Source: an optimization exercise on an open RTL-to-GDS flow (aim: small area). Production flows keep margins and buffers that such runs may drop. Function was checked by simulation only, so behaviour that the tests miss may differ from the original. No activity file was given, so power comes from the tool's default toggle rates.

## flow/design.v (module list and top-level ports; edited modules follow where they fit)
// module Rca: 14 lines
// module Csel: 12 lines
// module WordRing: 38 lines
// module CicDownSampler2: 83 lines
// module FIR_Kaiser_13Taps_LP_0d500: 68 lines
// module FIR_Kaiser_17Taps_LP_0d500: 70 lines
// module FIR_Kaiser_25Taps_LP_0d125: 124 lines
// module OrthDDS: 37 lines
// module ADPLL: 132 lines
// module MixMul: 276 lines
// module QuarterSin0: 336 lines
// module QuarterSin1: 336 lines
module ADPLL #(
    parameter PW=32, DW=12, AW=10
)(
    input wire clk, rst,     
    input wire signed [DW-1:0] in,
    input wire signed [PW-1:0] base_freq,
    output logic signed [DW-1:0] sin, cos,
    output logic signed [PW-1:0] freq
);
  // ...
==> flow/run.sh <==
#!/bin/bash
# synth_recipe.tcl (not shown) runs the flow's synth.tcl, then flattens the netlist and writes it again
# the make line also repeats each setting of config.mk as NAME=value (left out here)
make -C /OpenROAD-flow-scripts/flow DESIGN_CONFIG=/design/flow/config.mk WORK_HOME=/design/flow/orfs CLKGATE_MAP_FILE= SYNTH_SCRIPT=/design/flow/synth_recipe.tcl finish
==> flow/config.mk <==
export PLATFORM = sky130hd
export DESIGN_NAME = ADPLL
export DESIGN_NICKNAME = ADPLL
export VERILOG_FILES = /design/flow/design.v
export SDC_FILE = /design/flow/constraint.sdc
export NUM_CORES = 4
export LEC_CHECK = 0
export CAP_MARGIN = 20
export CORE_MARGIN = 2
export CORE_UTILIZATION = 65
export CTS_BUF_LIST = sky130_fd_sc_hd__clkbuf_8
export CTS_CLUSTER_DIAMETER = 50
export CTS_CLUSTER_SIZE = 20
export PLACE_DENSITY = 0.75
export SLEW_MARGIN = 20
export SYNTH_MEMORY_MAX_BITS = 16384
==> flow/constraint.sdc <==
create_clock -name core_clock -period 10.0 [get_ports {clk}]
set_input_delay 2.0000 -clock core_clock [delete_from_list [all_inputs] [get_ports {clk}]]
set_output_delay 2.0000 -clock core_clock [all_outputs]
set_load 0.01 [all_outputs]
==> key figures, run 1 <==
Status
  – Status: timing/DRC/antenna clean

Global routing
  – GR peak layer: met2

Clocking
  – Root Buffer: clkbuf_8
  – Num CTS Buffers: between 80 and 90

Finish
  – Clock buf/inv share: 4.22%
  – Share of cells above drive strength 1: 6.48%
  – Top reg by flops: fir3.r
  – Commonest cells after routing, fill and taps aside: dfxtp_1, nand2_1, nor2_1
  – Fin cells: 5331
  – Nets@finish: 4873
  – Commonest non-fill, non-tap cell in the layout: dfxtp_1
  – Fillcell total: 5170
  – Design area: 48200 sq um
  – Leading cell kind: multi-input gates
  – Max reg flops: 207

Timing
  – Final min period: 9.45 ns
  – Fin Hold WS: 0.303 ns

Min path
  – Hold_sp: fir2.ring.r[4][0]
  – Worst hold path class: flip-flop to flip-flop

Floorplanning
  – Die Y: 266 um
  – Core area: 68200 sq um

Run
  – # Max-Cap Violations: 0

Place
  – RD Place Congestion: slightly below 0.9
  – DP Area: 46100 sq um
  – Hpwl dp: 60300 um

Power and ir drop
  – Clock power frac: 18.5%
  – Top power group: combinational logic
  – Flop+latch power: 4.92 mW
  – P_clk: between 2 and 3 mW
  – Cell Int Power: 8.75 mW

Setup path
  – Crit Path Class: flip-flop to flip-flop
  – R2R setup slack: 0.55 ns
  – Critical Path End: theDds.phaseAcc[30]
  – CP Launch Point: freq[0]
  – Worst path required time: around 11 ns

Synthesis
  – Post-synth top cells: dfxtp_1, nand2_1, nor2_1
  – Mux share of post-synthesis cell area: approximately 4.2%
  – Post-synthesis compound-gate area fraction: 12.0%
  – Synth area leaders: dfxtp_1, fa_1, ha_1, nor2b_1, a21oi_1

Routing
  – 1st-iter DRT viols: between 2000 and 2500
  – Per-cell routed wire length: ~17 um
  – Met3 Wirelength: 4450 um
==> run 2, diff against run 1 <==
--- a/flow/config.mk
+++ b/flow/config.mk
@@ -10,5 +10,5 @@
 export CORE_UTILIZATION = 65
-export CTS_BUF_LIST = sky130_fd_sc_hd__clkbuf_8
-export CTS_CLUSTER_DIAMETER = 50
-export CTS_CLUSTER_SIZE = 20
+export CTS_BUF_LIST = sky130_fd_sc_hd__clkbuf_16
+export CTS_CLUSTER_DIAMETER = 60
+export CTS_CLUSTER_SIZE = 30
 export PLACE_DENSITY = 0.75
==> run 2 against run 1 <==
Sequential share of layout area down 0.13 points. First-iteration DRC count up 2.2%. Clock power grew 7%. Largest cell class unchanged. Worst hold slack improved by 0.018 ns. Core utilization grew 0.21 points. Critical path type unchanged. Via count fell by 0.77%. Total power increased by 1.4%. Routed wire length increased by 0.36%. Fmax is 1.2% lower.
==> key figures, run 2 <==
Setup path
  – Crit Path Class: flip-flop to flip-flop
  – Buf/Inv on CP: 2
  – Critical-path top delay cell: o41ai_2
  – Critical Path AT: 10.07 ns
  – Crit Path Max Fanout: 3
  – Crit path top cell by count: fa_1
  – Crit start category: flip-flop
  – Critical Path End Type: flip-flop
  – Worst path required time: 10.51 ns (-0.06 ns)
  – Largest stage delay, worst path: 0.48 ns
  – Critical path's top delay family: adder cells

Routing
  – 1st-iter DRT viols: 2372 (+2.2%)
  – Drt pass-1 iters: 6
  – Final ANT Viol Nets: 0
  – Remaining DRCs: 0
  – Via Count: 29800
  – Per-cell routed wire length: 16.9 um (+1.3%)
  – DRT Wirelength: 89100 um
  – Post-DR vias/cell: 5.65

Clocking
  – Root Buffer: clkbuf_16
  – CTS HTree Levels: 2
  – Worst-Skew Late Latency: 0.67 ns
  – Num CTS Buffers: 59 (-32%)
  – CTS tree: done
  – Maximum buffer depth of the clock tree: 3
  – Clk pin slew, worst setup/hold paths: 0.10 ns
  – Num Clock Sinks: 1037

Synthesis
  – Sequential fraction of the synthesis area: a little under half
  – FFs w/ async S/R, synth: 0%
  – Yosys top cell area share: 46.4%
  – Prevailing post-synth register cell: dfxtp_1
  – YS warnings: 13
  – EDFF count, synth: 3
  – Syn Nets: slightly below 5000
  – Top-count cell post-synth: dfxtp_1
  – Synth area leaders: dfxtp_1, fa_1, ha_1, nor2b_1, a21oi_1
  – Cell count after synthesis: roughly 4400
  – Post-synth top area cell: dfxtp_1
  – Syn avg cell area: 10.2 sq um
  – Netlist cell types: 94
  – Post-synth top cells: dfxtp_1, nand2_1, nor2_1
  – Post-synthesis register bit count: 1037
  – Post-Syn Area: 44600 sq um

Place
  – DP Area: 46100 sq um (unchanged)
  – Placed insts: 5179
  – Hpwl dp: 60300 um (unchanged)
  – RD Place Congestion: 0.889 (unchanged)
  – PortBufs: 101

Timing
  – Maximum clock frequency: 105 MHz
  – Sum Neg Setup Slack: 0 ns
  – Worst-Margin Slew: approximately 1 ns
  – Fin. max-slew vios: 0
  – Final hold viol count: 0
  – Final min period: 9.56 ns (+0.111 ns)
  – Final setup viols: 0
  – Final period util: 95.6%
  – Max_slew headroom: 32.2%
  – Clock Skew: 0.0292 ns
  – Fin Hold WS: 0.321 ns (+0.0180 ns)

Finish
  – Commonest non-fill, non-tap cell in the layout: dfxtp_1
  – Largest registers: fir3.r: 207 flops, fir2.ring.r: 96 flops, fir1.ring.r: 72 flops
  – Share of cells above drive strength 1: 5.46% (-1.0 points)
  – P&R area growth vs syn: 8.34%
  – N_diodes: 0
  – Design area: 48300 sq um (+0.30%)
  – Max reg flops: 207 (unchanged)
  – Top reg by flops: fir3.r
  – Nets@finish: 4845 (-0.57%)
  – Fin cells: 5281 (-0.94%)
  – Commonest cells after routing, fill and taps aside: dfxtp_1, nand2_1, nor2_1

Global routing
  – Initial antenna violation count: 0
  – First-pass GRT wire length: 147000 um
  – GRT Util Overall: 25.4%
  – Largest net degree at the start of global routing: 109
  – Number of global-route vias before repair: 29200
  – Gr ovfl total: 0

Floorplanning
  – Initial Utilization: approximately two thirds
  – Die Y: 266 um (unchanged)
  – Die width: roughly 270 um
  – Full die area: 70800 sq um
  – # IOs: 102
  – Core area: 68200 sq um (unchanged)
  – # rows: between 90 and 100

Power and ir drop
  – Worst vdd ir: 0.000540 V
  – Leakage: 19.9 nW
  – Power per Cell Area: 300 nW/um^2

Min path
  – Worst hold path class: flip-flop to flip-flop

Status
  – Status: timing/DRC/antenna clean

Run
  – # Max-Cap Violations: 0 (unchanged)
-- run 2: timing repair --
item	CTS	global route
resized for setup	0	4
hold buffers	0	0
endpoints found under the setup margin	0	2
setup buffers	0	0
-- run 2: worst register-to-register path: cells and delay by family (launching register included) --
kind,cells,cell delay [ns]
flops,1,0.32
fa+ha+maj,17,6.85
simple gates,4,0.66
buf+inv,2,0.25
compound gates,6,1.31
-- run 2: logic make-up after synthesis --
kind of cell | share of synthesized area [%]
compound gates | 12.0
simple gates | 13.7
mux | 4.18
fa+ha+maj | 16.7
flops | 46.6
buf+inv | 4.49
xor+xnor | 2.30
-- run 2: routing by layer --
metal  track usage [%]  share of wire (%)  routed length [um]
met1              34.6                 45               39800
met2              42.7                 48               42400
met4              7.93                2.7                2380
met5                 0                  0                   0
met3              2.87                5.0                4470
-- run 2: worst paths after layout --
kind,start,end,slack (ns),cells after the start
worst max-delay path,freq[0],theDds.phaseAcc[30],0.44,29
worst max register to register,freq[0],theDds.phaseAcc[30],0.44,29
worst min-delay path,xr[16],xr[15],0.32,0
worst min register to register,xr[16],xr[15],0.32,0
-- run 2: final cells by class --
type | count | area, sq um
clock buffer | 60 | 1500
clock inverter | 42 | 702
fill | 5107 | 19900
inverter | 280 | 1050
multi-input combinational | 2839 | 21900
sequential | 1037 | 20800
tap | 882 | 1100
timing repair buffer | 141 | 1320
-- run 2: metrics by stage --
step / setup WS, ns / utilization [%] / power, mW
4_1_cts: 0.228 / 70.8 / 14.6
2_1_floorplan: 0.899 / - / 10.1
3_5_place_dp: 0.318 / 67.6 / 11.7
6_report: 0.442 / 70.8 / 14.5
5_1_grt: -0.0672 / 70.8 / 15.8
3_3_place_gp: 0.397 / 67.6 / 11.5
-- run 2: power breakdown --
| part | switching, mW | internal [mW] | total, mW |
|---|---|---|---|
| Combinational | 3.67 | 3.07 | 6.74 |
| Clock | 1.56 | 1.27 | 2.83 |
| Sequential | 0.345 | 4.57 | 4.92 |
==> run 3, diff against run 2 <==
--- a/flow/config.mk
+++ b/flow/config.mk
@@ -9,7 +9,3 @@
 export CORE_MARGIN = 2
-export CORE_UTILIZATION = 65
-export CTS_BUF_LIST = sky130_fd_sc_hd__clkbuf_16
-export CTS_CLUSTER_DIAMETER = 60
-export CTS_CLUSTER_SIZE = 30
-export PLACE_DENSITY = 0.75
+export CORE_UTILIZATION = 40
 export SLEW_MARGIN = 20
==> run 3 against run 2 <==
Total power increased by 6.3%. Register-to-register slack better by 0.08 ns. Combinational power fell by 3.0%. Via count down 0.14%. Cell count rose by 13%. Core utilization decreased by 25 points. Area after synthesis did not move. Die area is 61% higher. First-iteration DRC count down 17%. Global-route usage decreased by 8.8 points. Largest cell class unchanged. Largest power group unchanged.
==> key figures, run 3 <==
Timing
  – Clock Skew: 0.0587 ns (+0.0295 ns)
  – Sum Neg Setup Slack: 0 ns (unchanged)
  – Final period util: 94.8% (-0.82 points)
  – Final hold viol count: 0 (unchanged)
  – Worst-Margin Slew: 1.04 ns (+0.0326 ns)
  – Fin. max-slew vios: 0 (unchanged)
  – Final min period: 9.48 ns (-0.0815 ns)
  – Max_slew headroom: 30.9% (-1.3 points)
  – Final setup viols: 0 (unchanged)
  – Fin Hold WS: 0.304 ns (-0.0162 ns)
  – Maximum clock frequency: 106 MHz (+0.86%)
  – RSZ-0062 raised after global routing: false

Routing
  – DRT Wirelength: 93700 um (+5.2%)
  – Drt pass-1 iters: 5 (-1)
  – Remaining DRCs: 0 (unchanged)
  – Post-DR vias/cell: 4.99 (-12%)
  – Final ANT Viol Nets: 0 (unchanged)
  – Via Count: 29800 (-0.14%)
  – Per-cell routed wire length: 15.7 um (-6.9%)
  – 1st-iter DRT viols: 1958 (-17%)

Synthesis
  – Post-synth top cells: dfxtp_1, nand2_1, nor2_1
  – Top-count cell post-synth: dfxtp_1
  – Syn Nets: 4880 (unchanged)
  – Sequential fraction of the synthesis area: 46.6% (unchanged)
  – Synth area leaders: dfxtp_1, fa_1, ha_1, nor2b_1, a21oi_1
  – Cell count after synthesis: 4393 (unchanged)
  – Post-synth top area cell: dfxtp_1
  – Post-synthesis register bit count: 1037 (unchanged)
  – Prevailing post-synth register cell: dfxtp_1
  – Yosys top cell area share: 46.4% (unchanged)
  – Syn avg cell area: 10.2 sq um (unchanged)
  – Netlist cell types: 94 (unchanged)
  – YS warnings: 13 (unchanged)
  – EDFF count, synth: 3 (unchanged)
  – FFs w/ async S/R, synth: 0% (unchanged)
  – Post-Syn Area: 44600 sq um (unchanged)

Clocking
  – CTS HTree Levels: 3 (+1)
  – Clk pin slew, worst setup/hold paths: 0.07 ns (-0.03 ns)
  – Setup bufs post-CTS: 0 (unchanged)
  – Hold buffers post-CTS: 0 (unchanged)
  – Worst-Skew Late Latency: 0.71 ns (+0.04 ns)
  – Num CTS Buffers: 101 (+71%)
  – Root Buffer: clkbuf_16
  – Num Clock Sinks: 1037 (unchanged)
  – Maximum buffer depth of the clock tree: 3 (unchanged)
  – CTS tree: done

Global routing
  – Initial antenna violation count: 1 (+1)
  – GRT Util Overall: 16.6% (-8.8 points)
  – Number of global-route vias before repair: 29300 (+0.35%)
  – Largest net degree at the start of global routing: 125 (+15%)
  – First-pass GRT wire length: 156000 um (+5.5%)
  – Gr ovfl total: 0 (unchanged)

Setup path
  – Critical Path AT: 9.99 ns (-0.08 ns)
  – Worst path required time: 10.52 ns (about the same)
  – Crit start category: flip-flop
  – Largest stage delay, worst path: 0.61 ns (+0.13 ns)
  – Critical-path top delay cell: o41ai_1
  – Crit Path Max Fanout: 3 (unchanged)
  – Crit Path Class: flip-flop to flip-flop
  – Critical Path End Type: flip-flop
  – Crit path top cell by count: fa_1

Floorplanning
  – Die width: 338 um (+27%)
  – # IOs: 102 (unchanged)
  – Core area: 111000 sq um (+62%)
  – Initial Utilization: 40.3% (-25 points)
  – Full die area: 114000 sq um (+61%)
  – # rows: 122 (+27%)
  – Die Y: 338 um (+27%)

Finish
  – Max reg flops: 207 (unchanged)
  – Design area: 50400 sq um (+4.2%)
  – Commonest non-fill, non-tap cell in the layout: dfxtp_1
  – Nets@finish: 4882 (+0.76%)
  – Top reg by flops: fir3.r
  – Commonest cells after routing, fill and taps aside: dfxtp_1, nand2_1, nor2_1
  – P&R area growth vs syn: 12.9%
  – Share of cells above drive strength 1: 6.66% (+1.2 points)
  – Largest registers: fir3.r: 207 flops, fir2.ring.r: 96 flops, fir1.ring.r: 72 flops

Run
  – # Max-Cap Violations: 0 (unchanged)

Power and ir drop
  – Power per Cell Area: 306 nW/um^2 (+2.0%)
  – Leakage: 20.6 nW (+3.2%)
  – Worst vdd ir: 0.000586 V (+8.5%)

Min path
  – Worst hold path class: flip-flop to flip-flop

Place
  – RD Place Congestion: 0.882 (-0.75%)
  – DP Area: 46800 sq um (+1.6%)
  – Hpwl dp: 63400 um (+5.1%)
  – PortBufs: 101 (unchanged)

Status
  – Status: timing/DRC/antenna clean
==> run 3: cell counts after synthesis <==
No cell type changed its count.
==> run 3: critical path, delay by kind of cell (launching register included) <==
family                     cells  cell delay [ns]
AOI/OAI and AO/OA              6             1.44
and+or+nand+nor                4             0.64
adders and majority gates     17             6.85
DFF                            1             0.32
buffers and inverters          1             0.08
==> run 3: path summary, 6_finish.rpt <==
check / depth (start not counted) / to / slack, ns / startpoint
setup / recovery: 28 / theDds.phaseAcc[30] / 0.52 / freq[0]
hold reg to reg: 0 / fir3.r[7][8] / 0.30 / fir3.r[8][8]
hold / removal: 0 / fir3.r[7][8] / 0.30 / fir3.r[8][8]
setup reg to reg: 28 / theDds.phaseAcc[30] / 0.52 / freq[0]
==> run 3: layout make-up <==
cell class | count | area, sq um
fillers | 10300 | 60300
repair buffers | 136 | 1280
flip-flops and latches | 1037 | 20800
diodes | 1 | 2.50
clock inverters | 50 | 756
inverters | 280 | 1050
well taps | 1488 | 1860
multi-input cells | 2839 | 21900
clock buffers | 134 | 2790
==> run 3: power breakdown <==
part	internal [mW]	total [mW]	switching (mW)
Combinational	3.00	6.54	3.54
Sequential	4.58	4.92	0.340
Clock	2.30	3.93	1.63
Total	9.88	15.4	5.52
==> run 3: logic make-up after synthesis <==
family | synth area share, %
compound gates | 12.0
xor+xnor | 2.30
fa+ha+maj | 16.7
buf+inv | 4.49
flops | 46.6
mux | 4.18
simple gates | 13.7
==> run 3: per-layer routing <==
layer	vias to the layer above	part of all wire (%)	GRT usage, %
li1	14800	-	-
met2	610	46	26.8
met5	-	0	0
met3	132	4.3	2.32
met4	0	2.0	4.55
met1	14300	48	23.4
==> run 3: stage by stage <==
step | util [%] | setup WS (ns) | std cells | power [mW]
CTS | 45.5 | 0.355 | 5964 | 15.6
global route | 45.5 | 0.00280 | 5965 | 16.9
global placement | 42.3 | 0.427 | 5780 | 11.5
floorplan | - | 0.899 | 4393 | 10.1
finish | 45.5 | 0.524 | 5965 | 15.4
detailed placement | 42.3 | 0.455 | 5780 | 11.6
==> run 3: timing repair <==
action,4_1_cts,5_1_grt
hold endpoints to repair,0,0
resized for setup,0,2
setup endpoints to repair,0,2
==> module CicDownSampler2, before the edit <==
module CicDownSampler2 (
    input wire clk, rst, init,
    input wire [3:0] hi,
    input wire [5:0] lo,
    input wire signed [11:0] in,
    output logic [10:0] f
);
    localparam DW = 38;
    logic [18:0] l1, l2, l3, h1, h2, h3;
    logic c1r, c2r, c3r, xs;
    wire [18:0] l1n, l2n, l3n, h1n, h2n, h3n;
    wire c1n, c2n, c3n, u1, u2, u3;
    Rca #(19) al1(l1, 19'(in), 1'b0, l1n, c1n);
    Rca #(19) ah1(h1, {19{xs}}, c1r, h1n, u1);
    Rca #(19) al2(l2, l1, 1'b0, l2n, c2n);
    Rca #(19) ah2(h2, h1, c2r, h2n, u2);
    Rca #(19) al3(l3, l2, 1'b0, l3n, c3n);
    Rca #(19) ah3(h3, h2, c3r, h3n, u3);
    always_ff@(posedge clk) begin
        if(rst) begin
            l1 <= '0; l2 <= '0; l3 <= '0; h1 <= '0; h2 <= '0; h3 <= '0;
            c1r <= 1'b0; c2r <= 1'b0; c3r <= 1'b0; xs <= 1'b0;
        end
        else begin
            l1 <= l1n; l2 <= l2n; l3 <= l3n;
            h1 <= h1n; h2 <= h2n; h3 <= h3n;
            c1r <= c1n; c2r <= c2n; c3r <= c3n;
            xs <= in[11];
        end
    end
    logic [39:0] dr, q1, q2, q3;
    wire load = (hi == 4'd9) && (lo == 6'd38);
    wire loadh = (hi == 4'd9) && (lo == 6'd39);
    wire b0 = (hi == 4'd7) && (lo == 6'd39);
    wire qact = !init && (b0 || (hi == 4'd8 && lo <= 6'd36));
    wire b37 = (hi == 4'd8) && (lo == 6'd36);
    wire mact = !init && ((hi == 4'd8 && lo >= 6'd37) || (hi == 4'd9 && lo <= 6'd7));
    logic dprev, ct, c1, c2, c3, cv, vsign;
    wire d = dr[0];
    wire d1 = b0 ? 1'b0 : dprev;
    wire t = d ^ d1 ^ ct;
    wire ct_n = (d & d1) | (d & ct) | (d1 & ct);
    wire nt = ~t;
    wire n1 = q2[0] ^ nt ^ c1;
    wire c1_n = (q2[0] & nt) | (q2[0] & c1) | (nt & c1);
    wire n2 = q3[0] ^ t ^ c2;
    wire c2_n = (q3[0] & t) | (q3[0] & c2) | (t & c2);
    wire n3 = ~d ^ c3;
    wire c3_n = ~d & c3;
    wire vb = d ^ q1[0] ^ cv;
    wire cv_n = (d & q1[0]) | (d & cv) | (q1[0] & cv);
    always_ff@(posedge clk) begin
        dprev <= d;
        if(qact) begin
            ct <= ct_n; c1 <= c1_n; c2 <= c2_n; c3 <= c3_n; cv <= cv_n;
        end
        else begin
            ct <= 1'b0; c1 <= 1'b1; c2 <= 1'b0; c3 <= 1'b1; cv <= 1'b0;
        end
        if(b37) vsign <= vb;
    end
    always_ff@(posedge clk) begin
        if(load) dr <= {dr[0], dr[39:20], l3};
        else if(loadh) dr <= {dr[0], dr[39], dr[38], h3, dr[18:1]};
        else dr <= {dr[0], dr[39:1]};
        q1 <= {init ? 1'b0 : qact ? n1 : q1[0], q1[39:1]};
        q2 <= {init ? 1'b0 : qact ? n2 : q2[0], q2[39:1]};
        q3 <= {init ? 1'b0 : qact ? n3 : q3[0], q3[39:1]};
    end
    wire vs = qact ? vb : mact ? vsign : 1'b0;
    logic [10:0] vd;
    logic [2:0] pc;
    wire [3:0] psum = vs + vd[0] + vd[4] + vd[5] + vd[10] + pc;
    always_ff@(posedge clk) begin
        vd <= {vd[9:0], vs};
        pc <= (qact | mact) ? psum[3:1] : 3'd0;
    end
    wire fsh = mact;
    always_ff@(posedge clk) begin
        if(rst) f <= '0;
        else if(fsh) f <= {psum[0], f[10:1]};
    end
endmodule
==> module OrthDDS, before the edit <==
module OrthDDS (
    input wire clk, rst,
    input wire [31:0] freq,
    output logic signed [11:0] sin, cos
);
    logic [31:0] phaseAcc;
    wire [31:0] phaseNext;
    Csel #(32, 16) acc(phaseAcc, freq, 1'b0, phaseNext);
    logic [9:0] phSum;
    always_ff@(posedge clk) begin
        if(rst) phaseAcc <= '0;
        else phaseAcc <= phaseNext;
    end
    always_ff@(posedge clk) begin
        if(rst) phSum <= '0;
        else phSum <= phaseAcc[31:22];
    end
    wire [1:0] q = phSum[9:8];
    wire [10:0] a, b;            
    QuarterSin0 rom0(phSum[7:0], a);
    QuarterSin1 rom1(~phSum[7:0], b);
    wire signed [11:0] pa = {1'b0, a}, pb = {1'b0, b};
    always_ff@(posedge clk) begin
        if(rst) begin
            sin <= '0;
            cos <= '0;
        end
        else begin
            case(q)
                2'd0: begin sin <= pa;  cos <= pb;  end
                2'd1: begin sin <= pb;  cos <= -pa; end
                2'd2: begin sin <= -pa; cos <= -pb; end
                default: begin sin <= -pb; cos <= pa; end
            endcase
        end
    end
endmodule
==> module QuarterSin0, before the edit <==
module QuarterSin0(
    input wire [7:0] a,
    output wire [10:0] y
);
    logic [10:0] c;
    logic [5:0] f;
    always_comb begin
        case(a[7:2])
            6'd0: c = 11'd0;
            6'd1: c = 11'd50;
            6'd2: c = 11'd100;
            6'd3: c = 11'd151;
            6'd4: c = 11'd201;
            6'd5: c = 11'd251;
            6'd6: c = 11'd300;
            6'd7: c = 11'd350;
            6'd8: c = 11'd399;
            6'd9: c = 11'd449;
            6'd10: c = 11'd497;
            6'd11: c = 11'd546;
            6'd12: c = 11'd594;
            6'd13: c = 11'd642;
            6'd14: c = 11'd690;
            6'd15: c = 11'd737;
            6'd16: c = 11'd783;
            6'd17: c = 11'd830;
            6'd18: c = 11'd875;
            6'd19: c = 11'd920;
            6'd20: c = 11'd965;
            6'd21: c = 11'd1009;
            6'd22: c = 11'd1052;
            6'd23: c = 11'd1095;
            6'd24: c = 11'd1137;
            6'd25: c = 11'd1179;
            6'd26: c = 11'd1219;
            6'd27: c = 11'd1259;
            6'd28: c = 11'd1299;
            6'd29: c = 11'd1337;
            6'd30: c = 11'd1375;
            6'd31: c = 11'd1411;
            6'd32: c = 11'd1447;
            6'd33: c = 11'd1483;
            6'd34: c = 11'd1517;
            6'd35: c = 11'd1550;
            6'd36: c = 11'd1582;
            6'd37: c = 11'd1614;
            6'd38: c = 11'd1644;
            6'd39: c = 11'd1674;
            6'd40: c = 11'd1702;
            6'd41: c = 11'd1729;
            6'd42: c = 11'd1756;
            6'd43: c = 11'd1781;
            6'd44: c = 11'd1805;
            6'd45: c = 11'd1828;
            6'd46: c = 11'd1850;
            6'd47: c = 11'd1871;
            6'd48: c = 11'd1891;
            6'd49: c = 11'd1910;
            6'd50: c = 11'd1927;
            6'd51: c = 11'd1944;
            6'd52: c = 11'd1959;
            6'd53: c = 11'd1973;
            6'd54: c = 11'd1986;
            6'd55: c = 11'd1997;
            6'd56: c = 11'd2008;
            6'd57: c = 11'd2017;
            6'd58: c = 11'd2025;
            6'd59: c = 11'd2032;
            6'd60: c = 11'd2037;
            6'd61: c = 11'd2041;
            6'd62: c = 11'd2045;
            6'd63: c = 11'd2046;
        endcase
    end
    always_comb begin
        case(a)
            8'd0: f = 6'd0;
            8'd1: f = 6'd13;
            8'd2: f = 6'd25;
            8'd3: f = 6'd38;
            8'd4: f = 6'd0;
            8'd5: f = 6'd13;
            8'd6: f = 6'd25;
            8'd7: f = 6'd38;
            8'd8: f = 6'd0;
            8'd9: f = 6'd13;
            8'd10: f = 6'd26;
            8'd11: f = 6'd38;
            8'd12: f = 6'd0;
            8'd13: f = 6'd12;
            8'd14: f = 6'd25;
            8'd15: f = 6'd37;
            8'd16: f = 6'd0;
            8'd17: f = 6'd12;
            8'd18: f = 6'd25;
            8'd19: f = 6'd37;
            8'd20: f = 6'd0;
            8'd21: f = 6'd12;
            8'd22: f = 6'd24;
            8'd23: f = 6'd37;
            8'd24: f = 6'd0;
            8'd25: f = 6'd13;
            8'd26: f = 6'd25;
            8'd27: f = 6'd38;
            8'd28: f = 6'd0;
            8'd29: f = 6'd12;
            8'd30: f = 6'd25;
            8'd31: f = 6'd37;
            8'd32: f = 6'd0;
            8'd33: f = 6'd13;
            8'd34: f = 6'd25;
            8'd35: f = 6'd37;
            8'd36: f = 6'd0;
            8'd37: f = 6'd12;
            8'd38: f = 6'd24;
            8'd39: f = 6'd36;
            8'd40: f = 6'd0;
            8'd41: f = 6'd13;
            8'd42: f = 6'd25;
            8'd43: f = 6'd37;
            8'd44: f = 6'd0;
            8'd45: f = 6'd12;
            8'd46: f = 6'd24;
            8'd47: f = 6'd36;
            8'd48: f = 6'd0;
            8'd49: f = 6'd12;
            8'd50: f = 6'd24;
            8'd51: f = 6'd36;
            8'd52: f = 6'd0;
            8'd53: f = 6'd12;
            8'd54: f = 6'd24;
            8'd55: f = 6'd36;
            8'd56: f = 6'd0;
            8'd57: f = 6'd11;
            8'd58: f = 6'd23;
            8'd59: f = 6'd35;
            8'd60: f = 6'd0;
            8'd61: f = 6'd11;
            8'd62: f = 6'd23;
            8'd63: f = 6'd35;
            8'd64: f = 6'd0;
            8'd65: f = 6'd12;
            8'd66: f = 6'd24;
            8'd67: f = 6'd35;
            8'd68: f = 6'd0;
            8'd69: f = 6'd11;
            8'd70: f = 6'd22;
            8'd71: f = 6'd34;
            8'd72: f = 6'd0;
            8'd73: f = 6'd12;
            8'd74: f = 6'd23;
            8'd75: f = 6'd34;
            8'd76: f = 6'd0;
            8'd77: f = 6'd12;
            8'd78: f = 6'd23;
            8'd79: f = 6'd34;
            8'd80: f = 6'd0;
            8'd81: f = 6'd11;
            8'd82: f = 6'd22;
            8'd83: f = 6'd33;
            8'd84: f = 6'd0;
            8'd85: f = 6'd11;
            8'd86: f = 6'd22;
            8'd87: f = 6'd33;
            8'd88: f = 6'd0;
            8'd89: f = 6'd11;
            8'd90: f = 6'd22;
            8'd91: f = 6'd33;
            8'd92: f = 6'd0;
            8'd93: f = 6'd11;
            8'd94: f = 6'd21;
            8'd95: f = 6'd32;
            8'd96: f = 6'd0;
            8'd97: f = 6'd11;
            8'd98: f = 6'd21;
            8'd99: f = 6'd31;
            8'd100: f = 6'd0;
            8'd101: f = 6'd10;
            8'd102: f = 6'd20;
            8'd103: f = 6'd30;
            8'd104: f = 6'd0;
            8'd105: f = 6'd10;
            8'd106: f = 6'd20;
            8'd107: f = 6'd30;
            8'd108: f = 6'd0;
            8'd109: f = 6'd10;
            8'd110: f = 6'd20;
            8'd111: f = 6'd30;
            8'd112: f = 6'd0;
            8'd113: f = 6'd9;
            8'd114: f = 6'd19;
            8'd115: f = 6'd29;
            8'd116: f = 6'd0;
            8'd117: f = 6'd10;
            8'd118: f = 6'd19;
            8'd119: f = 6'd28;
            8'd120: f = 6'd0;
            8'd121: f = 6'd9;
            8'd122: f = 6'd18;
            8'd123: f = 6'd27;
            8'd124: f = 6'd0;
            8'd125: f = 6'd10;
            8'd126: f = 6'd19;
            8'd127: f = 6'd28;
            8'd128: f = 6'd0;
            8'd129: f = 6'd9;
            8'd130: f = 6'd18;
            8'd131: f = 6'd27;
            8'd132: f = 6'd0;
            8'd133: f = 6'd8;
            8'd134: f = 6'd17;
            8'd135: f = 6'd25;
            8'd136: f = 6'd0;
            8'd137: f = 6'd8;
            8'd138: f = 6'd16;
            8'd139: f = 6'd25;
            8'd140: f = 6'd0;
            8'd141: f = 6'd8;
            8'd142: f = 6'd16;
            8'd143: f = 6'd24;
            8'd144: f = 6'd0;
            8'd145: f = 6'd8;
            8'd146: f = 6'd16;
            8'd147: f = 6'd24;
            8'd148: f = 6'd0;
            8'd149: f = 6'd7;
            8'd150: f = 6'd15;
            8'd151: f = 6'd23;
            8'd152: f = 6'd0;
            8'd153: f = 6'd8;
            8'd154: f = 6'd15;
            8'd155: f = 6'd22;
            8'd156: f = 6'd0;
            8'd157: f = 6'd7;
            8'd158: f = 6'd14;
            8'd159: f = 6'd21;
            8'd160: f = 6'd0;
            8'd161: f = 6'd7;
            8'd162: f = 6'd14;
            8'd163: f = 6'd21;
            8'd164: f = 6'd0;
            8'd165: f = 6'd7;
            8'd166: f = 6'd14;
            8'd167: f = 6'd20;
            8'd168: f = 6'd0;
            8'd169: f = 6'd6;
            8'd170: f = 6'd13;
            8'd171: f = 6'd19;
            8'd172: f = 6'd0;
            8'd173: f = 6'd6;
            8'd174: f = 6'd12;
            8'd175: f = 6'd18;
            8'd176: f = 6'd0;
            8'd177: f = 6'd6;
            8'd178: f = 6'd12;
            8'd179: f = 6'd18;
            8'd180: f = 6'd0;
            8'd181: f = 6'd6;
            8'd182: f = 6'd12;
            8'd183: f = 6'd17;
            8'd184: f = 6'd0;
            8'd185: f = 6'd6;
            8'd186: f = 6'd11;
            8'd187: f = 6'd16;
            8'd188: f = 6'd0;
            8'd189: f = 6'd5;
            8'd190: f = 6'd10;
            8'd191: f = 6'd15;
            8'd192: f = 6'd0;
            8'd193: f = 6'd5;
            8'd194: f = 6'd10;
            8'd195: f = 6'd14;
            8'd196: f = 6'd0;
            8'd197: f = 6'd4;
            8'd198: f = 6'd9;
            8'd199: f = 6'd13;
            8'd200: f = 6'd0;
            8'd201: f = 6'd5;
            8'd202: f = 6'd9;
            8'd203: f = 6'd13;
            8'd204: f = 6'd0;
            8'd205: f = 6'd4;
            8'd206: f = 6'd7;
            8'd207: f = 6'd11;
            8'd208: f = 6'd0;
            8'd209: f = 6'd3;
            8'd210: f = 6'd7;
            8'd211: f = 6'd10;
            8'd212: f = 6'd0;
            8'd213: f = 6'd3;
            8'd214: f = 6'd6;
            8'd215: f = 6'd10;
            8'd216: f = 6'd0;
            8'd217: f = 6'd3;
            8'd218: f = 6'd6;
            8'd219: f = 6'd8;
            8'd220: f = 6'd0;
            8'd221: f = 6'd3;
            8'd222: f = 6'd6;
            8'd223: f = 6'd8;
            8'd224: f = 6'd0;
            8'd225: f = 6'd2;
            8'd226: f = 6'd4;
            8'd227: f = 6'd7;
            8'd228: f = 6'd0;
            8'd229: f = 6'd2;
            8'd230: f = 6'd4;
            8'd231: f = 6'd6;
            8'd232: f = 6'd0;
            8'd233: f = 6'd2;
            8'd234: f = 6'd3;
            8'd235: f = 6'd5;
            8'd236: f = 6'd0;
            8'd237: f = 6'd1;
            8'd238: f = 6'd3;
            8'd239: f = 6'd4;
            8'd240: f = 6'd0;
            8'd241: f = 6'd1;
            8'd242: f = 6'd2;
            8'd243: f = 6'd3;
            8'd244: f = 6'd0;
            8'd245: f = 6'd1;
            8'd246: f = 6'd2;
            8'd247: f = 6'd3;
            8'd248: f = 6'd0;
            8'd249: f = 6'd0;
            8'd250: f = 6'd1;
            8'd251: f = 6'd1;
            8'd252: f = 6'd0;
            8'd253: f = 6'd1;
            8'd254: f = 6'd1;
            8'd255: f = 6'd1;
        endcase
    end
    assign y = c + f;
endmodule
==> run 4, diff against run 3 <==
--- a/flow/design.v
+++ b/flow/design.v
@@ -75,2 +75,5 @@
     logic [18:0] l1, l2, l3, h1, h2, h3;
+    logic [39:0] dr, q1, q2;
+    wire load = (hi == 4'd9) && (lo == 6'd38);
+    wire loadh = (hi == 4'd9) && (lo == 6'd39);
     logic c1r, c2r, c3r, xs;
@@ -82,4 +85,4 @@
     Rca #(19) ah2(h2, h1, c2r, h2n, u2);
-    Rca #(19) al3(l3, l2, 1'b0, l3n, c3n);
-    Rca #(19) ah3(h3, h2, c3r, h3n, u3);
+    Rca #(19) al3(load ? 19'd0 : l3, l2, 1'b0, l3n, c3n);
+    Rca #(19) ah3(loadh ? 19'd0 : h3, h2, c3r, h3n, u3);
     always_ff@(posedge clk) begin
@@ -96,5 +99,2 @@
     end
-    logic [39:0] dr, q1, q2, q3;
-    wire load = (hi == 4'd9) && (lo == 6'd38);
-    wire loadh = (hi == 4'd9) && (lo == 6'd39);
     wire b0 = (hi == 4'd7) && (lo == 6'd39);
@@ -103,14 +103,8 @@
     wire mact = !init && ((hi == 4'd8 && lo >= 6'd37) || (hi == 4'd9 && lo <= 6'd7));
-    logic dprev, ct, c1, c2, c3, cv, vsign;
+    logic dprev, c1, cv, vsign;
     wire d = dr[0];
-    wire d1 = b0 ? 1'b0 : dprev;
-    wire t = d ^ d1 ^ ct;
-    wire ct_n = (d & d1) | (d & ct) | (d1 & ct);
-    wire nt = ~t;
+    wire d1 = b0 ? 1'b0 : dprev;      
+    wire nt = ~d1;
     wire n1 = q2[0] ^ nt ^ c1;
     wire c1_n = (q2[0] & nt) | (q2[0] & c1) | (nt & c1);
-    wire n2 = q3[0] ^ t ^ c2;
-    wire c2_n = (q3[0] & t) | (q3[0] & c2) | (t & c2);
-    wire n3 = ~d ^ c3;
-    wire c3_n = ~d & c3;
     wire vb = d ^ q1[0] ^ cv;
@@ -120,6 +114,6 @@
         if(qact) begin
-            ct <= ct_n; c1 <= c1_n; c2 <= c2_n; c3 <= c3_n; cv <= cv_n;
+            c1 <= c1_n; cv <= cv_n;
         end
         else begin
-            ct <= 1'b0; c1 <= 1'b1; c2 <= 1'b0; c3 <= 1'b1; cv <= 1'b0;
+            c1 <= 1'b1; cv <= 1'b0;
         end
@@ -132,4 +126,3 @@
         q1 <= {init ? 1'b0 : qact ? n1 : q1[0], q1[39:1]};
-        q2 <= {init ? 1'b0 : qact ? n2 : q2[0], q2[39:1]};
-        q3 <= {init ? 1'b0 : qact ? n3 : q3[0], q3[39:1]};
+        q2 <= {init ? 1'b0 : qact ? d : q2[0], q2[39:1]};
     end
@@ -428,21 +421,28 @@
     end
-    wire [1:0] q = phSum[9:8];
     wire [10:0] a, b;            
-    QuarterSin0 rom0(phSum[7:0], a);
+    QuarterSin0 rom0(~phSum[7:0], a);
     QuarterSin1 rom1(~phSum[7:0], b);
-    wire signed [11:0] pa = {1'b0, a}, pb = {1'b0, b};
+    logic [10:0] ra, rb;
+    logic [1:0] q;
     always_ff@(posedge clk) begin
         if(rst) begin
-            sin <= '0;
-            cos <= '0;
+            ra <= '0;
+            rb <= '0;
+            q <= '0;
         end
         else begin
-            case(q)
-                2'd0: begin sin <= pa;  cos <= pb;  end
-                2'd1: begin sin <= pb;  cos <= -pa; end
-                2'd2: begin sin <= -pa; cos <= -pb; end
-                default: begin sin <= -pb; cos <= pa; end
-            endcase
+            ra <= a;
+            rb <= b;
+            q <= phSum[9:8];
         end
     end
+    wire signed [11:0] pa = {1'b0, ra}, pb = {1'b0, rb};
+    always_comb begin
+        case(q)
+            2'd0: begin sin = pa;  cos = pb;  end
+            2'd1: begin sin = pb;  cos = -pa; end
+            2'd2: begin sin = -pa; cos = -pb; end
+            default: begin sin = -pb; cos = pa; end
+        endcase
+    end
 endmodule
@@ -864,66 +864,66 @@
         case(a[7:2])
-            6'd0: c = 11'd0;
-            6'd1: c = 11'd50;
-            6'd2: c = 11'd100;
-            6'd3: c = 11'd151;
-            6'd4: c = 11'd201;
-            6'd5: c = 11'd251;
-            6'd6: c = 11'd300;
-            6'd7: c = 11'd350;
-            6'd8: c = 11'd399;
-            6'd9: c = 11'd449;
-            6'd10: c = 11'd497;
-            6'd11: c = 11'd546;
-            6'd12: c = 11'd594;
-            6'd13: c = 11'd642;
-            6'd14: c = 11'd690;
-            6'd15: c = 11'd737;
-            6'd16: c = 11'd783;
-            6'd17: c = 11'd830;
-            6'd18: c = 11'd875;
-            6'd19: c = 11'd920;
-            6'd20: c = 11'd965;
-            6'd21: c = 11'd1009;
-            6'd22: c = 11'd1052;
-            6'd23: c = 11'd1095;
-            6'd24: c = 11'd1137;
-            6'd25: c = 11'd1179;
-            6'd26: c = 11'd1219;
-            6'd27: c = 11'd1259;
-            6'd28: c = 11'd1299;
-            6'd29: c = 11'd1337;
-            6'd30: c = 11'd1375;
-            6'd31: c = 11'd1411;
-            6'd32: c = 11'd1447;
-            6'd33: c = 11'd1483;
-            6'd34: c = 11'd1517;
-            6'd35: c = 11'd1550;
-            6'd36: c = 11'd1582;
-            6'd37: c = 11'd1614;
-            6'd38: c = 11'd1644;
-            6'd39: c = 11'd1674;
-            6'd40: c = 11'd1702;
-            6'd41: c = 11'd1729;
-            6'd42: c = 11'd1756;
-            6'd43: c = 11'd1781;
-            6'd44: c = 11'd1805;
-            6'd45: c = 11'd1828;
-            6'd46: c = 11'd1850;
-            6'd47: c = 11'd1871;
-            6'd48: c = 11'd1891;
-            6'd49: c = 11'd1910;
-            6'd50: c = 11'd1927;
-            6'd51: c = 11'd1944;
-            6'd52: c = 11'd1959;
-            6'd53: c = 11'd1973;
-            6'd54: c = 11'd1986;
-            6'd55: c = 11'd1997;
-            6'd56: c = 11'd2008;
-            6'd57: c = 11'd2017;
-            6'd58: c = 11'd2025;
-            6'd59: c = 11'd2032;
-            6'd60: c = 11'd2037;
-            6'd61: c = 11'd2041;
-            6'd62: c = 11'd2045;
-            6'd63: c = 11'd2046;
+            6'd0: c = 11'd2046;
+            6'd1: c = 11'd2045;
+            6'd2: c = 11'd2041;
+            6'd3: c = 11'd2037;
+            6'd4: c = 11'd2032;
+            6'd5: c = 11'd2025;
+            6'd6: c = 11'd2017;
+            6'd7: c = 11'd2008;
+            6'd8: c = 11'd1997;
+            6'd9: c = 11'd1986;
+            6'd10: c = 11'd1973;
+            6'd11: c = 11'd1959;
+            6'd12: c = 11'd1944;
+            6'd13: c = 11'd1927;
+            6'd14: c = 11'd1910;
+            6'd15: c = 11'd1891;
+            6'd16: c = 11'd1871;
+            6'd17: c = 11'd1850;
+            6'd18: c = 11'd1828;
+            6'd19: c = 11'd1805;
+            6'd20: c = 11'd1781;
+            6'd21: c = 11'd1756;
+            6'd22: c = 11'd1729;
+            6'd23: c = 11'd1702;
+            6'd24: c = 11'd1674;
+            6'd25: c = 11'd1644;
+            6'd26: c = 11'd1614;
+            6'd27: c = 11'd1582;
+            6'd28: c = 11'd1550;
+            6'd29: c = 11'd1517;
+            6'd30: c = 11'd1483;
+            6'd31: c = 11'd1447;
+            6'd32: c = 11'd1411;
+            6'd33: c = 11'd1375;
+            6'd34: c = 11'd1337;
+            6'd35: c = 11'd1299;
+            6'd36: c = 11'd1259;
+            6'd37: c = 11'd1219;
+            6'd38: c = 11'd1179;
+            6'd39: c = 11'd1137;
+            6'd40: c = 11'd1095;
+            6'd41: c = 11'd1052;
+            6'd42: c = 11'd1009;
+            6'd43: c = 11'd965;
+            6'd44: c = 11'd920;
+            6'd45: c = 11'd875;
+            6'd46: c = 11'd830;
+            6'd47: c = 11'd783;
+            6'd48: c = 11'd737;
+            6'd49: c = 11'd690;
+            6'd50: c = 11'd642;
+            6'd51: c = 11'd594;
+            6'd52: c = 11'd546;
+            6'd53: c = 11'd497;
+            6'd54: c = 11'd449;
+            6'd55: c = 11'd399;
+            6'd56: c = 11'd350;
+            6'd57: c = 11'd300;
+            6'd58: c = 11'd251;
+            6'd59: c = 11'd201;
+            6'd60: c = 11'd151;
+            6'd61: c = 11'd100;
+            6'd62: c = 11'd50;
+            6'd63: c = 11'd0;
         endcase
@@ -932,258 +932,258 @@
         case(a)
-            8'd0: f = 6'd0;
-            8'd1: f = 6'd13;
-            8'd2: f = 6'd25;
-            8'd3: f = 6'd38;
-            8'd4: f = 6'd0;
-            8'd5: f = 6'd13;
-            8'd6: f = 6'd25;
-            8'd7: f = 6'd38;
-            8'd8: f = 6'd0;
-            8'd9: f = 6'd13;
-            8'd10: f = 6'd26;
-            8'd11: f = 6'd38;
-            8'd12: f = 6'd0;
-            8'd13: f = 6'd12;
-            8'd14: f = 6'd25;
-            8'd15: f = 6'd37;
-            8'd16: f = 6'd0;
-            8'd17: f = 6'd12;
-            8'd18: f = 6'd25;
-            8'd19: f = 6'd37;
-            8'd20: f = 6'd0;
-            8'd21: f = 6'd12;
-            8'd22: f = 6'd24;
-            8'd23: f = 6'd37;
-            8'd24: f = 6'd0;
-            8'd25: f = 6'd13;
-            8'd26: f = 6'd25;
-            8'd27: f = 6'd38;
-            8'd28: f = 6'd0;
-            8'd29: f = 6'd12;
-            8'd30: f = 6'd25;
-            8'd31: f = 6'd37;
-            8'd32: f = 6'd0;
-            8'd33: f = 6'd13;
-            8'd34: f = 6'd25;
-            8'd35: f = 6'd37;
-            8'd36: f = 6'd0;
-            8'd37: f = 6'd12;
-            8'd38: f = 6'd24;
-            8'd39: f = 6'd36;
-            8'd40: f = 6'd0;
-            8'd41: f = 6'd13;
-            8'd42: f = 6'd25;
-            8'd43: f = 6'd37;
-            8'd44: f = 6'd0;
-            8'd45: f = 6'd12;
-            8'd46: f = 6'd24;
-            8'd47: f = 6'd36;
-            8'd48: f = 6'd0;
-            8'd49: f = 6'd12;
-            8'd50: f = 6'd24;
-            8'd51: f = 6'd36;
-            8'd52: f = 6'd0;
-            8'd53: f = 6'd12;
-            8'd54: f = 6'd24;
-            8'd55: f = 6'd36;
-            8'd56: f = 6'd0;
-            8'd57: f = 6'd11;
-            8'd58: f = 6'd23;
-            8'd59: f = 6'd35;
-            8'd60: f = 6'd0;
-            8'd61: f = 6'd11;
-            8'd62: f = 6'd23;
-            8'd63: f = 6'd35;
-            8'd64: f = 6'd0;
-            8'd65: f = 6'd12;
-            8'd66: f = 6'd24;
-            8'd67: f = 6'd35;
-            8'd68: f = 6'd0;
+            8'd0: f = 6'd1;
+            8'd1: f = 6'd1;
+            8'd2: f = 6'd1;
+            8'd3: f = 6'd0;
+            8'd4: f = 6'd1;
+            8'd5: f = 6'd1;
+            8'd6: f = 6'd0;
+            8'd7: f = 6'd0;
+            8'd8: f = 6'd3;
+            8'd9: f = 6'd2;
+            8'd10: f = 6'd1;
+            8'd11: f = 6'd0;
+            8'd12: f = 6'd3;
+            8'd13: f = 6'd2;
+            8'd14: f = 6'd1;
+            8'd15: f = 6'd0;
+            8'd16: f = 6'd4;
+            8'd17: f = 6'd3;
+            8'd18: f = 6'd1;
+            8'd19: f = 6'd0;
+            8'd20: f = 6'd5;
+            8'd21: f = 6'd3;
+            8'd22: f = 6'd2;
+            8'd23: f = 6'd0;
+            8'd24: f = 6'd6;
+            8'd25: f = 6'd4;
+            8'd26: f = 6'd2;
+            8'd27: f = 6'd0;
+            8'd28: f = 6'd7;
+            8'd29: f = 6'd4;
+            8'd30: f = 6'd2;
+            8'd31: f = 6'd0;
+            8'd32: f = 6'd8;
+            8'd33: f = 6'd6;
+            8'd34: f = 6'd3;
+            8'd35: f = 6'd0;
+            8'd36: f = 6'd8;
+            8'd37: f = 6'd6;
+            8'd38: f = 6'd3;
+            8'd39: f = 6'd0;
+            8'd40: f = 6'd10;
+            8'd41: f = 6'd6;
+            8'd42: f = 6'd3;
+            8'd43: f = 6'd0;
+            8'd44: f = 6'd10;
+            8'd45: f = 6'd7;
+            8'd46: f = 6'd3;
+            8'd47: f = 6'd0;
+            8'd48: f = 6'd11;
+            8'd49: f = 6'd7;
+            8'd50: f = 6'd4;
+            8'd51: f = 6'd0;
+            8'd52: f = 6'd13;
+            8'd53: f = 6'd9;
+            8'd54: f = 6'd5;
+            8'd55: f = 6'd0;
+            8'd56: f = 6'd13;
+            8'd57: f = 6'd9;
+            8'd58: f = 6'd4;
+            8'd59: f = 6'd0;
+            8'd60: f = 6'd14;
+            8'd61: f = 6'd10;
+            8'd62: f = 6'd5;
+            8'd63: f = 6'd0;
+            8'd64: f = 6'd15;
+            8'd65: f = 6'd10;
+            8'd66: f = 6'd5;
+            8'd67: f = 6'd0;
+            8'd68: f = 6'd16;
             8'd69: f = 6'd11;
-            8'd70: f = 6'd22;
-            8'd71: f = 6'd34;
-            8'd72: f = 6'd0;
+            8'd70: f = 6'd6;
+            8'd71: f = 6'd0;
+            8'd72: f = 6'd17;
             8'd73: f = 6'd12;
-            8'd74: f = 6'd23;
-            8'd75: f = 6'd34;
-            8'd76: f = 6'd0;
+            8'd74: f = 6'd6;
+            8'd75: f = 6'd0;
+            8'd76: f = 6'd18;
             8'd77: f = 6'd12;
-            8'd78: f = 6'd23;
-            8'd79: f = 6'd34;
-            8'd80: f = 6'd0;
-            8'd81: f = 6'd11;
-            8'd82: f = 6'd22;
-            8'd83: f = 6'd33;
-            8'd84: f = 6'd0;
-            8'd85: f = 6'd11;
-            8'd86: f = 6'd22;
-            8'd87: f = 6'd33;
-            8'd88: f = 6'd0;
-            8'd89: f = 6'd11;
-            8'd90: f = 6'd22;
-            8'd91: f = 6'd33;
-            8'd92: f = 6'd0;
-            8'd93: f = 6'd11;
-            8'd94: f = 6'd21;
-            8'd95: f = 6'd32;
-            8'd96: f = 6'd0;
-            8'd97: f = 6'd11;
-            8'd98: f = 6'd21;
-            8'd99: f = 6'd31;
-            8'd100: f = 6'd0;
-            8'd101: f = 6'd10;
-            8'd102: f = 6'd20;
-            8'd103: f = 6'd30;
-            8'd104: f = 6'd0;
-            8'd105: f = 6'd10;
-            8'd106: f = 6'd20;
-            8'd107: f = 6'd30;
-            8'd108: f = 6'd0;
-            8'd109: f = 6'd10;
-            8'd110: f = 6'd20;
-            8'd111: f = 6'd30;
-            8'd112: f = 6'd0;
-            8'd113: f = 6'd9;
-            8'd114: f = 6'd19;
-            8'd115: f = 6'd29;
-            8'd116: f = 6'd0;
-            8'd117: f = 6'd10;
-            8'd118: f = 6'd19;
-            8'd119: f = 6'd28;
-            8'd120: f = 6'd0;
-            8'd121: f = 6'd9;
-            8'd122: f = 6'd18;
-            8'd123: f = 6'd27;
-            8'd124: f = 6'd0;
-            8'd125: f = 6'd10;
-            8'd126: f = 6'd19;
-            8'd127: f = 6'd28;
-            8'd128: f = 6'd0;
-            8'd129: f = 6'd9;
-            8'd130: f = 6'd18;
-            8'd131: f = 6'd27;
-            8'd132: f = 6'd0;
-            8'd133: f = 6'd8;
-            8'd134: f = 6'd17;
-            8'd135: f = 6'd25;
-            8'd136: f = 6'd0;
-            8'd137: f = 6'd8;
-            8'd138: f = 6'd16;
-            8'd139: f = 6'd25;
-            8'd140: f = 6'd0;
-            8'd141: f = 6'd8;
-            8'd142: f = 6'd16;
-            8'd143: f = 6'd24;
-            8'd144: f = 6'd0;
-            8'd145: f = 6'd8;
-            8'd146: f = 6'd16;
-            8'd147: f = 6'd24;
-            8'd148: f = 6'd0;
-            8'd149: f = 6'd7;
-            8'd150: f = 6'd15;
-            8'd151: f = 6'd23;
-            8'd152: f = 6'd0;
-            8'd153: f = 6'd8;
-            8'd154: f = 6'd15;
-            8'd155: f = 6'd22;
-            8'd156: f = 6'd0;
-            8'd157: f = 6'd7;
-            8'd158: f = 6'd14;
-            8'd159: f = 6'd21;
-            8'd160: f = 6'd0;
-            8'd161: f = 6'd7;
-            8'd162: f = 6'd14;
-            8'd163: f = 6'd21;
-            8'd164: f = 6'd0;
-            8'd165: f = 6'd7;
-            8'd166: f = 6'd14;
-            8'd167: f = 6'd20;
-            8'd168: f = 6'd0;
-            8'd169: f = 6'd6;
-            8'd170: f = 6'd13;
-            8'd171: f = 6'd19;
-            8'd172: f = 6'd0;
-            8'd173: f = 6'd6;
-            8'd174: f = 6'd12;
-            8'd175: f = 6'd18;
-            8'd176: f = 6'd0;
-            8'd177: f = 6'd6;
+            8'd78: f = 6'd6;
+            8'd79: f = 6'd0;
+            8'd80: f = 6'd18;
+            8'd81: f = 6'd12;
+            8'd82: f = 6'd6;
+            8'd83: f = 6'd0;
+            8'd84: f = 6'd19;
+            8'd85: f = 6'd13;
+            8'd86: f = 6'd6;
+            8'd87: f = 6'd0;
+            8'd88: f = 6'd20;
+            8'd89: f = 6'd14;
+            8'd90: f = 6'd7;
+            8'd91: f = 6'd0;
+            8'd92: f = 6'd21;
+            8'd93: f = 6'd14;
+            8'd94: f = 6'd7;
+            8'd95: f = 6'd0;
+            8'd96: f = 6'd21;
+            8'd97: f = 6'd14;
+            8'd98: f = 6'd7;
+            8'd99: f = 6'd0;
+            8'd100: f = 6'd22;
+            8'd101: f = 6'd15;
+            8'd102: f = 6'd8;
+            8'd103: f = 6'd0;
+            8'd104: f = 6'd23;
+            8'd105: f = 6'd15;
+            8'd106: f = 6'd7;
+            8'd107: f = 6'd0;
+            8'd108: f = 6'd24;
+            8'd109: f = 6'd16;
+            8'd110: f = 6'd8;
+            8'd111: f = 6'd0;
+            8'd112: f = 6'd24;
+            8'd113: f = 6'd16;
+            8'd114: f = 6'd8;
+            8'd115: f = 6'd0;
+            8'd116: f = 6'd25;
+            8'd117: f = 6'd16;
+            8'd118: f = 6'd8;
+            8'd119: f = 6'd0;
+            8'd120: f = 6'd25;
+            8'd121: f = 6'd17;
+            8'd122: f = 6'd8;
+            8'd123: f = 6'd0;
+            8'd124: f = 6'd27;
+            8'd125: f = 6'd18;
+            8'd126: f = 6'd9;
+            8'd127: f = 6'd0;
+            8'd128: f = 6'd28;
+            8'd129: f = 6'd19;
+            8'd130: f = 6'd10;
+            8'd131: f = 6'd0;
+            8'd132: f = 6'd27;
+            8'd133: f = 6'd18;
+            8'd134: f = 6'd9;
+            8'd135: f = 6'd0;
+            8'd136: f = 6'd28;
+            8'd137: f = 6'd19;
+            8'd138: f = 6'd10;
+            8'd139: f = 6'd0;
+            8'd140: f = 6'd29;
+            8'd141: f = 6'd19;
+            8'd142: f = 6'd9;
+            8'd143: f = 6'd0;
+            8'd144: f = 6'd30;
+            8'd145: f = 6'd20;
+            8'd146: f = 6'd10;
+            8'd147: f = 6'd0;
+            8'd148: f = 6'd30;
+            8'd149: f = 6'd20;
+            8'd150: f = 6'd10;
+            8'd151: f = 6'd0;
+            8'd152: f = 6'd30;
+            8'd153: f = 6'd20;
+            8'd154: f = 6'd10;
+            8'd155: f = 6'd0;
+            8'd156: f = 6'd31;
+            8'd157: f = 6'd21;
+            8'd158: f = 6'd11;
+            8'd159: f = 6'd0;
+            8'd160: f = 6'd32;
+            8'd161: f = 6'd21;
+            8'd162: f = 6'd11;
+            8'd163: f = 6'd0;
+            8'd164: f = 6'd33;
+            8'd165: f = 6'd22;
+            8'd166: f = 6'd11;
+            8'd167: f = 6'd0;
+            8'd168: f = 6'd33;
+            8'd169: f = 6'd22;
+            8'd170: f = 6'd11;
+            8'd171: f = 6'd0;
+            8'd172: f = 6'd33;
+            8'd173: f = 6'd22;
+            8'd174: f = 6'd11;
+            8'd175: f = 6'd0;
+            8'd176: f = 6'd34;
+            8'd177: f = 6'd23;
             8'd178: f = 6'd12;
-            8'd179: f = 6'd18;
-            8'd180: f = 6'd0;
-            8'd181: f = 6'd6;
+            8'd179: f = 6'd0;
+            8'd180: f = 6'd34;
+            8'd181: f = 6'd23;
             8'd182: f = 6'd12;
-            8'd183: f = 6'd17;
-            8'd184: f = 6'd0;
-            8'd185: f = 6'd6;
+            8'd183: f = 6'd0;
+            8'd184: f = 6'd34;
+            8'd185: f = 6'd22;
             8'd186: f = 6'd11;
-            8'd187: f = 6'd16;
-            8'd188: f = 6'd0;
-            8'd189: f = 6'd5;
-            8'd190: f = 6'd10;
-            8'd191: f = 6'd15;
-            8'd192: f = 6'd0;
-            8'd193: f = 6'd5;
-            8'd194: f = 6'd10;
-            8'd195: f = 6'd14;
-            8'd196: f = 6'd0;
-            8'd197: f = 6'd4;
-            8'd198: f = 6'd9;
-            8'd199: f = 6'd13;
-            8'd200: f = 6'd0;
-            8'd201: f = 6'd5;
-            8'd202: f = 6'd9;
-            8'd203: f = 6'd13;
-            8'd204: f = 6'd0;
-            8'd205: f = 6'd4;
-            8'd206: f = 6'd7;
-            8'd207: f = 6'd11;
-            8'd208: f = 6'd0;
-            8'd209: f = 6'd3;
-            8'd210: f = 6'd7;
-            8'd211: f = 6'd10;
-            8'd212: f = 6'd0;
-            8'd213: f = 6'd3;
-            8'd214: f = 6'd6;
-            8'd215: f = 6'd10;
-            8'd216: f = 6'd0;
-            8'd217: f = 6'd3;
-            8'd218: f = 6'd6;
-            8'd219: f = 6'd8;
-            8'd220: f = 6'd0;
-            8'd221: f = 6'd3;
-            8'd222: f = 6'd6;
-            8'd223: f = 6'd8;
-            8'd224: f = 6'd0;
-            8'd225: f = 6'd2;
-            8'd226: f = 6'd4;
-            8'd227: f = 6'd7;
-            8'd228: f = 6'd0;
-            8'd229: f = 6'd2;
-            8'd230: f = 6'd4;
-            8'd231: f = 6'd6;
-            8'd232: f = 6'd0;
-            8'd233: f = 6'd2;
-            8'd234: f = 6'd3;
-            8'd235: f = 6'd5;
-            8'd236: f = 6'd0;
-            8'd237: f = 6'd1;
-            8'd238: f = 6'd3;
-            8'd239: f = 6'd4;
-            8'd240: f = 6'd0;
-            8'd241: f = 6'd1;
-            8'd242: f = 6'd2;
-            8'd243: f = 6'd3;
-            8'd244: f = 6'd0;
-            8'd245: f = 6'd1;
-            8'd246: f = 6'd2;
-            8'd247: f = 6'd3;
-            8'd248: f = 6'd0;
-            8'd249: f = 6'd0;
-            8'd250: f = 6'd1;
-            8'd251: f = 6'd1;
-            8'd252: f = 6'd0;
-            8'd253: f = 6'd1;
-            8'd254: f = 6'd1;
-            8'd255: f = 6'd1;
+            8'd187: f = 6'd0;
+            8'd188: f = 6'd35;
+            8'd189: f = 6'd24;
+            8'd190: f = 6'd12;
+            8'd191: f = 6'd0;
+            8'd192: f = 6'd35;
+            8'd193: f = 6'd23;
+            8'd194: f = 6'd11;
+            8'd195: f = 6'd0;
+            8'd196: f = 6'd35;
+            8'd197: f = 6'd23;
+            8'd198: f = 6'd11;
+            8'd199: f = 6'd0;
+            8'd200: f = 6'd36;
+            8'd201: f = 6'd24;
+            8'd202: f = 6'd12;
+            8'd203: f = 6'd0;
+            8'd204: f = 6'd36;
+            8'd205: f = 6'd24;
+            8'd206: f = 6'd12;
+            8'd207: f = 6'd0;
+            8'd208: f = 6'd36;
+            8'd209: f = 6'd24;
+            8'd210: f = 6'd12;
+            8'd211: f = 6'd0;
+            8'd212: f = 6'd37;
+            8'd213: f = 6'd25;
+            8'd214: f = 6'd13;
+            8'd215: f = 6'd0;
+            8'd216: f = 6'd36;
+            8'd217: f = 6'd24;
+            8'd218: f = 6'd12;
+            8'd219: f = 6'd0;
+            8'd220: f = 6'd37;
+            8'd221: f = 6'd25;
+            8'd222: f = 6'd13;
+            8'd223: f = 6'd0;
+            8'd224: f = 6'd37;
+            8'd225: f = 6'd25;
+            8'd226: f = 6'd12;
+            8'd227: f = 6'd0;
+            8'd228: f = 6'd38;
+            8'd229: f = 6'd25;
+            8'd230: f = 6'd13;
+            8'd231: f = 6'd0;
+            8'd232: f = 6'd37;
+            8'd233: f = 6'd24;
+            8'd234: f = 6'd12;
+            8'd235: f = 6'd0;
+            8'd236: f = 6'd37;
+            8'd237: f = 6'd25;
+            8'd238: f = 6'd12;
+            8'd239: f = 6'd0;
+            8'd240: f = 6'd37;
+            8'd241: f = 6'd25;
+            8'd242: f = 6'd12;
+            8'd243: f = 6'd0;
+            8'd244: f = 6'd38;
+            8'd245: f = 6'd26;
+            8'd246: f = 6'd13;
+            8'd247: f = 6'd0;
+            8'd248: f = 6'd38;
+            8'd249: f = 6'd25;
+            8'd250: f = 6'd13;
+            8'd251: f = 6'd0;
+            8'd252: f = 6'd38;
+            8'd253: f = 6'd25;
+            8'd254: f = 6'd13;
+            8'd255: f = 6'd0;
         endcase
==> flow/flow/run.sh (new file) <==
#!/bin/bash
# The standard layout, with the port buffers made of the platform's smallest
# buffer (sky130_fd_sc_hd__buf_1) instead of the cell buffer_ports picks by
# default. Every input and output port still gets its buffer.
set -o pipefail
cp standard.sh standard.sh.txt
export BUFFER_PORTS_ARGS="-buffer_cell sky130_fd_sc_hd__buf_1"
bash standard.sh > standard.log 2>&1
==> flow/standard.sh (new file) <==
#!/bin/bash
# synth_recipe.tcl (not shown) runs the flow's synth.tcl, then flattens the netlist and writes it again
# the make line also repeats each setting of config.mk as NAME=value (left out here)
make -C /OpenROAD-flow-scripts/flow DESIGN_CONFIG=/design/flow/config.mk WORK_HOME=/design/flow/orfs CLKGATE_MAP_FILE= SYNTH_SCRIPT=/design/flow/synth_recipe.tcl "${@:-finish}"
--- a/flow/config.mk
+++ b/flow/config.mk
@@ -9,3 +9,7 @@
 export CORE_MARGIN = 2
-export CORE_UTILIZATION = 40
+export CORE_UTILIZATION = 65
+export CTS_BUF_LIST = sky130_fd_sc_hd__clkbuf_16
+export CTS_CLUSTER_DIAMETER = 60
+export CTS_CLUSTER_SIZE = 30
+export PLACE_DENSITY = 0.75
 export SLEW_MARGIN = 20
removed: flow/run.sh
==> run 4 against run 3 <==
Largest power group unchanged. Combinational power grew 12%. Sequential share of layout area is 2.0 points higher. Worst hold slack better by 0.015 ns. Critical path type unchanged. Still clean. Flip-flop and latch count shrank 60.
==> key figures, run 4 <==
Status
  – Status: timing/DRC/antenna clean

Clocking
  – CTS tree: done
  – Clk pin slew, worst setup/hold paths: 0.11 ns (+0.04 ns)
  – Maximum buffer depth of the clock tree: 3 (unchanged)
  – Root Buffer: clkbuf_16
  – Num Clock Sinks: 977 (-5.8%)
  – Hold buffers post-CTS: 0 (unchanged)

Setup path
  – Worst path required time: 10.46 ns (-0.06 ns)
  – Critical Path End: theDds.phaseAcc[31]
  – Crit Path Class: flip-flop to flip-flop
  – Crit Path Max Fanout: 2 (-1)
  – Critical Path End Type: flip-flop
  – R2R setup slack: 0.41 ns (-0.11 ns)
  – R2r endpoint: theDds.phaseAcc[31]

Routing
  – Final ANT Viol Nets: 0 (unchanged)
  – 1st-iter DRT viols: 2653 (+35%)
  – Post-DR vias/cell: 5.61 (+12%)
  – Per-cell routed wire length: 16.9 um (+7.6%)

Power and ir drop
  – Worst vdd ir: 0.000904 V (+54%)
  – Total power: 14.4 mW (-6.6%)

Finish
  – Max reg flops: 207 (unchanged)
  – Commonest non-fill, non-tap cell in the layout: dfxtp_1
  – Commonest cells after routing, fill and taps aside: dfxtp_1, nand2_1, nor2_1
  – Share of cells above drive strength 1: 5.32% (-1.3 points)

Timing
  – Worst Slack Setup Final: 0.414 ns (-0.109 ns)
  – Final setup viols: 0 (unchanged)
  – Fin Hold WS: 0.319 ns (+0.0148 ns)
  – Worst-Margin Slew: 1.11 ns (+0.0695 ns)
  – RSZ-0062 raised after global routing: true
  – Fin. max-slew vios: 0 (unchanged)

Global routing
  – GRT Util Overall: 26.3% (+9.7 points)
  – First-pass GRT wire length: 144000 um (-7.3%)
  – Number of global-route vias before repair: 28200 (-3.9%)

Synthesis
  – Mux share of post-synthesis cell area: 3.59% (-0.59 points)
  – Post-Syn Area: 42600 sq um (-4.6%)
  – Post-synthesis compound-gate area fraction: 11.5% (-0.54 points)
  – Xor/xnor cell area share of the yosys netlist: 2.69% (+0.40 points)
  – FFs w/ async S/R, synth: 0% (unchanged)
  – EDFF count, synth: 3 (unchanged)
  – Post-synthesis register bit count: 977 (-5.8%)
  – Top-count cell post-synth: dfxtp_1
  – Sequential fraction of the synthesis area: 46.0% (-0.59 points)

Floorplanning
  – Initial Utilization: 65.9% (+26 points)
  – Die Y: 260 um (-23%)
  – Die width: 260 um (-23%)
  – # rows: 93 (-24%)
  – # IOs: 102 (unchanged)

Min path
  – Worst hold path class: flip-flop to flip-flop

Place
  – RD Place Congestion: 0.953 (+8.0%)
-- run 4: cell types whose count changed in the layout (fill, tap and decap cells not counted), moves of 19 or more --
cell | before | now
nand2_1 | 358 | 406
buf_1 | 0 | 100
nand2b_1 | 79 | 34
clkbuf_1 | 19 | 0
a211oi_1 | 98 | 67
mux2i_1 | 102 | 82
and2_1 | 22 | 90
clkdlybuf4s50_1 | 100 | 0
dfxtp_1 | 1031 | 967
clkbuf_16 | 101 | 51
o21ai_0 | 186 | 161
nor2b_1 | 225 | 189
-- run 4: per-layer routing --
layer / vias to the layer above / GRT usage (%) / part of all wire (%)
met3: 173 / 3.72 / 5.1
met1: 13800 / 36.5 / 45
met4: 0 / 8.33 / 3.1
met2: 759 / 42.7 / 47
li1: 14100 / - / -
met5: - / 0 / 0
-- run 4: critical path: cells and delay by family, from the launching register on --
family	cells	cell delay [ns]
compound gates	7	1.75
xor+xnor	2	0.33
fa+ha+maj	17	6.50
buf+inv	2	0.12
flops	1	0.32
simple gates	3	0.37
-- run 4: worst min path at each step --
stage	to	slack [ns]	cells past startpoint
final	psh[22]	0.32	0
after global routing	cicDs.q2[21]	0.31	0
after CTS	psh[22]	0.31	0
after detailed placement	cicDs.q1[12]	0.31	0
after global placement	xr[0]	0.31	0
after floorplan	cicDs.dr[37]	0.31	0
-- run 4: cells by family after synthesis --
logic type                 after synthesis
and+or+nand+nor                       1303
DFF                                    977
AOI/OAI and AO/OA                      780
buffers and inverters                  511
adders and majority gates              429
muxes                                  137
xor gates and xnor gates               131
-- run 4: cell type report --
| class | count | area (sq um) |
|---|---|---|
| inverters | 290 | 1090 |
| multi-input cells | 2780 | 21100 |
| clock inverters | 31 | 454 |
| fillers | 4903 | 19200 |
| repair buffers | 154 | 781 |
| flip-flops and latches | 977 | 19600 |
| clock buffers | 51 | 1280 |
| well taps | 855 | 1070 |
-- run 4: metrics by stage --
stage / util (%) / instance area [sq um] / TNS [ns]
2_1_floorplan: - / 42600 / 0
3_3_place_gp: 67.5 / 43600 / 0
3_5_place_dp: 67.5 / 43600 / 0
4_1_cts: 70.2 / 45300 / 0
5_1_grt: 70.2 / 45300 / -0.0933
6_report: 70.2 / 45300 / 0
-- run 4: timing repair --
item,CTS,global route
setup endpoints to repair,1,4
pin swaps,0,0
resized for setup,1,6
-- run 4: where the power goes --
part	internal [mW]	switching (mW)	total, mW	leakage, nW
Sequential	4.37	0.278	4.64	7.94
Clock	1.06	1.33	2.39	0.835
Combinational	3.34	4.00	7.34	10.1
Total	8.76	5.62	14.4	18.8

re-timing with driven ports:
Ports are ideal in the flow. The routed layouts listed here were re-timed in OpenROAD.
Step 1 assumes that a clkbuf_16 drives the clock port and a buf_2 every other input.
Step 2 times the ports against the registers' clock, not the clock port: input delays grow and output delays shrink by t, the midpoint of the rising clock arrivals with the driver on.
a / b / c = no drivers / after step 1 / after step 2; a / b = the first two.
run	t, ns	slack for setup (ns)
run 1	0.785	0.553 / 0.553 / 0.553
run 2	0.726	0.442 / 0.442 / 0.442
run 3	0.736	0.524 / 0.524 / 0.524
run 4	0.679	0.414 / 0.415 / 0.415
After both steps setup and hold are still met in every run listed.
